This design comes from an exercise in tuning for small area, a short achievable clock period and few clock cycles on the open sky130 flow, not from production work. RTL that was checked went through simulation tests only; none was proved equivalent to the original. No activity file was given, so power comes from the tool's default toggle rates.

## top
module top(
input clk,
input reset,
input start,
input signed [1:0] wrdata,
input signed [15:0] b12_wrdata,
input signed [15:0] b23_wrdata,
input [4:0] wr_b12addr,
input [8:0] wraddr,
input [3:0] wr_b23addr,
input we_data,
input we_b12,
input b23_we,
output [12:0] w12_rdaddr,
input signed [15:0] w12_rddata,
output [7:0] w23_rdaddr,
input signed [15:0] w23_rddata,
output reg done,
output reg [9:0] onehot_enc
);
Size: roughly 4300 cells after synthesis, roughly 1600 flip-flops, about 120 I/O pins, ~0.060 sq mm of cells after synthesis.
==> flow/config.mk <==
export PLATFORM = sky130hd
export DESIGN_NAME = top
export DESIGN_NICKNAME = top
export VERILOG_FILES = /design/flow/design.v
export SDC_FILE = /design/flow/constraint.sdc
export NUM_CORES = 4
export LEC_CHECK = 0
export CAP_MARGIN = 20
export CORE_MARGIN = 2
export CORE_UTILIZATION = 40
export CTS_BUF_LIST = sky130_fd_sc_hd__clkbuf_8
export CTS_CLUSTER_DIAMETER = 60
export CTS_CLUSTER_SIZE = 20
export PLACE_DENSITY = 0.45
export SLEW_MARGIN = 20
==> flow/constraint.sdc <==
create_clock -name core_clock -period 10.0 [get_ports {clk}]
set_input_delay 2.0000 -clock core_clock [delete_from_list [all_inputs] [get_ports {clk}]]
set_output_delay 2.0000 -clock core_clock [all_outputs]
set_load 0.01 [all_outputs]
standard.sh (not shown) runs the stock make flow with config.mk's settings and CLKGATE_MAP_FILE= SYNTH_SCRIPT=/design/flow/synth_recipe.tcl, a recipe that flattens the netlist after the stock synthesis.
==> flow/flow/run.sh <==
#!/bin/bash
set -euo pipefail
MARGIN=6.5
sed "s/ CLKGATE_MAP_FILE= / CLKGATE_MAP_FILE= SETUP_SLACK_MARGIN=$MARGIN /" standard.sh > standard_margin.sh
grep -q "SETUP_SLACK_MARGIN=$MARGIN" standard_margin.sh
bash standard_margin.sh > standard_margin.log 2>&1
The baseline ran to the end with no violations.
Testbench counts at the start, summed over its fixed seeds: cycles 98,484.
Edit:
- CTS_BUF_LIST: sky130_fd_sc_hd__clkbuf_8 -> not set
- CTS_CLUSTER_DIAMETER: 60 -> not set
- CTS_CLUSTER_SIZE: 20 -> not set
=>
- The changed run produced a clean layout
- die area is unchanged
- power came out higher by about 14%
- final area came out higher by about 4%
- clock skew came out lower by 16 ps
- setup slack is better by 150 ps
- core utilization came out higher by 1.8 points

* * *

== alpha ==
Another version of the RTL of top (not shown whole).
Size: about 1,600 flip-flops, roughly 120 I/O pins.
// top
module top(
input clk,
input reset,
input start,
input signed [1:0] wrdata,
input signed [15:0] b12_wrdata,
input signed [15:0] b23_wrdata,
input [4:0] wr_b12addr,
input [8:0] wraddr,
input [3:0] wr_b23addr,
input we_data,
input we_b12,
input b23_we,
output [12:0] w12_rdaddr,
input signed [15:0] w12_rddata,
output [7:0] w23_rdaddr,
input signed [15:0] w23_rddata,
output reg done,
output reg [9:0] onehot_enc
);
genvar gi;
integer j, k;
reg wv_img, wv_b12, wv_b23;
reg [7:0] wa;
reg [15:0] wd;
always @(posedge clk) begin
  wv_img <= we_data;
  wv_b12 <= we_b12;
  wv_b23 <= b23_we;
  wa <= we_data ? wraddr[7:0] : (we_b12 ? {3'b0, wr_b12addr} : {4'b0, wr_b23addr});
  wd <= we_data ? {{14{wrdata[1]}}, wrdata} : (we_b12 ? b12_wrdata : b23_wrdata);
end
wire [511:0] imgv;
generate for (gi = 0; gi < 256; gi = gi + 1) begin : g_img
  reg [1:0] px;
  always @(posedge clk)
    if (wv_img && wa == gi) px <= wd[1:0];
  assign imgv[2*gi+1:2*gi] = px;
end endgenerate
wire [319:0] b12v;
generate for (gi = 0; gi < 20; gi = gi + 1) begin : g_b12
  reg [15:0] e;
  always @(posedge clk)
    if (wv_b12 && wa[4:0] == gi) e <= wd;
  assign b12v[16*gi+15:16*gi] = e;
end endgenerate
function [3:0] enc16(input [15:0] oh);
  integer q;
  begin
    enc16 = 4'd0;
    for (q = 0; q < 16; q = q + 1)
      if (oh[q]) enc16 = enc16 | q[3:0];
  end
endfunction
function [15:0] lowest16(input [15:0] v);
  reg [15:0] below;
  integer q, d;
  begin
    below = {v[14:0], 1'b0};
    for (d = 1; d < 16; d = d * 2)
      for (q = 15; q >= 0; q = q - 1)
        if (q >= d) below[q] = below[q] | below[q-d];
    lowest16 = v & ~below;
  end
endfunction
function amo16(input [15:0] v);
  reg [7:0] a1, o1;
  reg [3:0] a2, o2;
  reg [1:0] a3, o3;
  integer q;
  begin
    for (q = 0; q < 8; q = q + 1) begin
      a1[q] = ~(v[2*q] & v[2*q+1]);
      o1[q] = v[2*q] | v[2*q+1];
    end
    for (q = 0; q < 4; q = q + 1) begin
      a2[q] = a1[2*q] & a1[2*q+1] & ~(o1[2*q] & o1[2*q+1]);
      o2[q] = o1[2*q] | o1[2*q+1];
    end
    for (q = 0; q < 2; q = q + 1) begin
      a3[q] = a2[2*q] & a2[2*q+1] & ~(o2[2*q] & o2[2*q+1]);
      o3[q] = o2[2*q] | o2[2*q+1];
    end
    amo16 = a3[0] & a3[1] & ~(o3[0] & o3[1]);
  end
endfunction
function sgt32(input [31:0] a, input [31:0] b);
  reg [31:0] g, e;
  reg [31:0] ng, ne;
  integer q, w;
  begin
  ...
Settings: LEC_CHECK=0, CAP_MARGIN=20, CORE_MARGIN=2, CORE_UTILIZATION=40, CTS_BUF_LIST=sky130_fd_sc_hd__clkbuf_16, CTS_CLUSTER_DIAMETER=100, CTS_CLUSTER_SIZE=30, PLACE_DENSITY=0.45, SLEW_MARGIN=20; clock period 10.0 ns.
Scripts as last shown in full above: flow/flow/run.sh
The inputs of beta differ from those of alpha as listed below.
# alpha
export LEC_CHECK = 0
export CAP_MARGIN = 20
export CORE_MARGIN = 2
export CORE_UTILIZATION = 40
export CTS_BUF_LIST = sky130_fd_sc_hd__clkbuf_16
export CTS_CLUSTER_DIAMETER = 100
export CTS_CLUSTER_SIZE = 30
export PLACE_DENSITY = 0.45
export SLEW_MARGIN = 20
create_clock -name core_clock -period 10.0 [get_ports {clk}]
# beta
export LEC_CHECK = 0
export CAP_MARGIN = 20
export CORE_MARGIN = 2
export CORE_UTILIZATION = 40
export PLACE_DENSITY = 0.45
export SLEW_MARGIN = 20
create_clock -name core_clock -period 10.0 [get_ports {clk}]
Results
- Higher layout-stage area growth over the synthesis result was reported by beta, not alpha.
- Compared with alpha, beta degrades minimum clock period.
- The higher clock network fraction of total power of alpha and beta is in beta.
- Between alpha and beta, worst hold slack is higher for alpha, beta comes in under that.
- beta was carried through to the last stage, and its layout satisfied the timing, DRC and antenna checks.
- As far as multi-input logic cell count goes, alpha and beta are indistinguishable; the numbers are identical.
- Summary of the comparison: final worst slack is lower in beta, relative to alpha.
- The clock transition time at the flip-flop clock pins of the worst setup and hold paths number comes out lower for beta vs alpha.
No functional check of the RTL was part of any run of this note.

port drivers added, routing unchanged:
The results above use ideal ports. As a check the final layouts listed here were re-extracted and re-timed, cells and wires unchanged.
Step 1 assumes that a clkbuf_16 drives the clock port and a buf_2 every other input.
Step 2 moves the port delays by t, midway between the first and last clock arrival at a register: inputs arrive t later, outputs are due t later. That takes back most of the time a late clock gives input paths.
a / b / c = no drivers / after step 1 / after step 2; a / b = the first two.
run	t, ns	setup WS [ns]	worst hold slack (ns)	latest minus earliest clock arrival (ns)	pins driven straight from the clock port
the first run of note 1	0.943	6.247 / 6.298 / 5.355	0.322 / 0.322 / 0.322	0.067 / 0.068	1
the second run of note 1	0.844	6.398 / 6.452 / 5.608	0.319 / 0.319 / 0.319	0.036 / 0.036	1
alpha	0.770	6.557 / 6.507 / 6.020	0.321 / 0.321 / 0.321	0.051 / 0.051	1
beta	0.861	6.523 / 6.503 / 6.029	0.317 / 0.317 / 0.317	0.030 / 0.030	1
After both steps every run listed still meets setup and hold. The setup slack of the first run of note 1, which loses most, moves by +0.051 ns with the drivers and by -0.892 ns with both steps.
